Context: an optimization exercise on an open-source flow, tuned for small area. The choices shown serve that exercise and are no tape-out recipe.
Only simulation tests tie the RTL to the original design; equivalence was not proved.

the reference run:
==> module fifo, before the edit <==
module fifo(
    input clk,
    input rst_n,
    input input_valid,
    output input_enable,
    output output_valid,
    input output_enable,
    input [15:0] data_in,
    output reg [7:0] data_out
);
reg [15:0] mem [0:15];
reg [4:0] cnt;             
reg       rd_hi;           
wire full  = cnt[4];
wire empty = (cnt == 5'd0);
assign input_enable = !full;
assign output_valid = !empty;
wire do_write = input_valid & !full;
wire do_read  = output_enable & !empty;
wire do_pop   = do_read & rd_hi;
integer k;
always @(posedge clk) begin
    if (do_write) begin
        mem[0] <= data_in;
        for (k = 1; k < 16; k = k + 1)
            mem[k] <= mem[k - 1];
    end
end
wire [3:0] pa_n;
wire [7:0] pb_n;
genvar i, j, b;
generate
    for (i = 0; i < 4; i = i + 1) begin : g_pa
        g_nand2 u (.a(cnt[0] == i[0]), .b(cnt[1] == i[1]), .y(pa_n[i]));
    end
    for (j = 0; j < 8; j = j + 1) begin : g_pb
        g_nand4 u (.a(do_read), .b(rd_hi == j[0]), .c(cnt[2] == j[1]), .d(cnt[3] == j[2]), .y(pb_n[j]));
    end
endgenerate
wire [31:0] sel;
generate
    for (i = 0; i < 16; i = i + 1) begin : g_sel
        localparam [3:0] C = i + 1;
        g_nor2 ulo (.a(pa_n[C[1:0]]), .b(pb_n[{C[3:2], 1'b0}]), .y(sel[i]));
        g_nor2 uhi (.a(pa_n[C[1:0]]), .b(pb_n[{C[3:2], 1'b1}]), .y(sel[16 + i]));
    end
endgenerate
wire hold = !do_read;
wire [4:0] cnt_next;
fifo_count u_count (.cnt(cnt), .up(do_write), .dn(do_pop), .cnt_next(cnt_next));
wire [7:0] dnext;
generate
    for (b = 0; b < 8; b = b + 1) begin : g_bit
        wire [32:0] s, d;
        for (i = 0; i < 16; i = i + 1) begin : g_in
            assign s[i]      = sel[i];
            assign d[i]      = mem[i][b];
            assign s[16 + i] = sel[16 + i];
            assign d[16 + i] = mem[i][8 + b];
        end
        assign s[32] = hold;
        assign d[32] = data_out[b];
        wire [10:0] t;
        for (j = 0; j < 11; j = j + 1) begin : g_aoi
            g_aoi222 u (.a1(s[3*j]), .a2(d[3*j]), .b1(s[3*j+1]), .b2(d[3*j+1]),
                        .c1(s[3*j+2]), .c2(d[3*j+2]), .y(t[j]));
        end
        wire o0, o1, o2;
        g_nand4 n0 (.a(t[0]), .b(t[1]), .c(t[2]), .d(t[3]), .y(o0));
        g_nand4 n1 (.a(t[4]), .b(t[5]), .c(t[6]), .d(t[7]), .y(o1));
        g_nand3 n2 (.a(t[8]), .b(t[9]), .c(t[10]), .y(o2));
        g_or3   o  (.a(o0), .b(o1), .c(o2), .y(dnext[b]));
    end
endgenerate
always @(posedge clk or negedge rst_n) begin
    if (!rst_n) begin
        cnt      <= 5'd0;
        rd_hi    <= 1'b0;
        data_out <= 8'd0;
    end else begin
        data_out <= dnext;
        if (do_read)
            rd_hi <= ~rd_hi;
        cnt <= cnt_next;
    end
end
endmodule
==> module fifo_count, before the edit <==
module fifo_count(input [4:0] cnt, input up, input dn, output [4:0] cnt_next);
    wire inc = up & !dn;
    wire dec = dn & !up;
    wire [4:0] t;
    assign t[0] = up ^ dn;
    assign t[1] = (inc &  cnt[0])            | (dec & !cnt[0]);
    assign t[2] = (inc & (&cnt[1:0]))        | (dec & !(|cnt[1:0]));
    assign t[3] = (inc & (&cnt[2:0]))        | (dec & !(|cnt[2:0]));
    assign t[4] = (inc & (&cnt[3:0]))        | (dec & !(|cnt[3:0]));
    assign cnt_next = cnt ^ t;
endmodule
export LEC_CHECK = 0
export CAP_MARGIN = 20
export CORE_MARGIN = 2
export CORE_UTILIZATION = 40
export SLEW_MARGIN = 20
export SYNTH_HIERARCHICAL = 1
export SYNTH_MINIMUM_KEEP_SIZE = 0
create_clock -name core_clock -period 4.0 [get_ports {clk}]
standard.sh (not shown) runs the stock make flow with config.mk's settings and CLKGATE_MAP_FILE= SYNTH_SCRIPT=/design/flow/synth_recipe.tcl, a recipe that flattens the netlist after the stock synthesis.
==> flow/flow/run.sh <==
#!/bin/bash
# Standard layout, with a leaner clock tree (no dummy loads, clusters of up to
# 18 sinks on clkbuf_8, small root and tree buffers) and small port buffers.
set -euo pipefail
export CTS_ARGS="-sink_clustering_enable -repair_clock_nets -dont_use_dummy_load -buf_list sky130_fd_sc_hd__clkbuf_8 -sink_clustering_size 18 -sink_clustering_max_diameter 70 -root_buf sky130_fd_sc_hd__clkbuf_4 -tree_buf sky130_fd_sc_hd__clkbuf_4"
export BUFFER_PORTS_ARGS="-buffer_cell sky130_fd_sc_hd__buf_1"
bash standard.sh > standard.log 2>&1
The following lists how the trial run was set up differently from the reference run:
--- a/flow/design.v
+++ b/flow/design.v
@@ -47,6 +47,4 @@
 endgenerate
 wire hold = !do_read;
-wire [4:0] cnt_next;
-fifo_count u_count (.cnt(cnt), .up(do_write), .dn(do_pop), .cnt_next(cnt_next));
 wire [7:0] dnext;
 generate
@@ -82,5 +80,8 @@
         if (do_read)
             rd_hi <= ~rd_hi;
-        cnt <= cnt_next;
+        if (do_write & !do_pop)
+            cnt <= cnt + 1'b1;
+        else if (do_pop & !do_write)
+            cnt <= cnt - 1'b1;
     end
 end
@@ -104,13 +105,2 @@
     assign y = a | b | c;
 endmodule
-module fifo_count(input [4:0] cnt, input up, input dn, output [4:0] cnt_next);
-    wire inc = up & !dn;
-    wire dec = dn & !up;
-    wire [4:0] t;
-    assign t[0] = up ^ dn;
-    assign t[1] = (inc &  cnt[0])            | (dec & !cnt[0]);
-    assign t[2] = (inc & (&cnt[1:0]))        | (dec & !(|cnt[1:0]));
-    assign t[3] = (inc & (&cnt[2:0]))        | (dec & !(|cnt[2:0]));
-    assign t[4] = (inc & (&cnt[3:0]))        | (dec & !(|cnt[3:0]));
-    assign cnt_next = cnt ^ t;
-endmodule
The reference run finished every step from synthesis to the final layout, and the layout passed the timing, design-rule and antenna checks. In summary, the trial run completed successfully, with a layout that passed the timing, design-rule and antenna checks. On relative slew slack, the reference run beats the trial run. Cmp the trial run and the reference run / non-clock buffer count in the final layout / higher: the reference run. Diff the reference run -> the trial run: biggest cell delay along the critical path closely matched the old numbers, wire length on met1 increased by 6.7% relative to the old numbers, area of the placeable core increased by about 0.6% relative to the old numbers.

-- afterwards: timing with drivers on the ports --
How much do the figures lean on ideal ports? The routed layouts below were timed once more, with nothing changed but the port constraints.
Step 1 (the two cells are an assumption about what drives the block):
set clk [get_ports {clk}]
set_driving_cell -lib_cell sky130_fd_sc_hd__clkbuf_16 $clk
set_driving_cell -lib_cell sky130_fd_sc_hd__buf_2 [delete_from_list [all_inputs] $clk]
Step 2, shift: input delay + t, output delay - t, t = (earliest + latest rising clock arrival at the registers) / 2. This alone moves slack from input paths to output paths.
Three values: no drivers, after step 1, after step 2; two values: the first two.
run | t (ns) | setup WS [ns] | worst register clock-pin slew, ns | worst slew at a driven data input, ns | cell pins on the clock port's net
the reference run | 0.659 | 0.870 / 0.870 / 0.732 | 0.11 / 0.11 | 0.03 | 1
the trial run | 0.653 | 0.810 / 0.810 / 0.810 | 0.12 / 0.12 | 0.03 | 1
After both steps every run listed still meets setup and hold. For the reference run, which loses most, drivers alone change the setup slack by 0.000 ns; drivers and shift together by -0.138 ns.
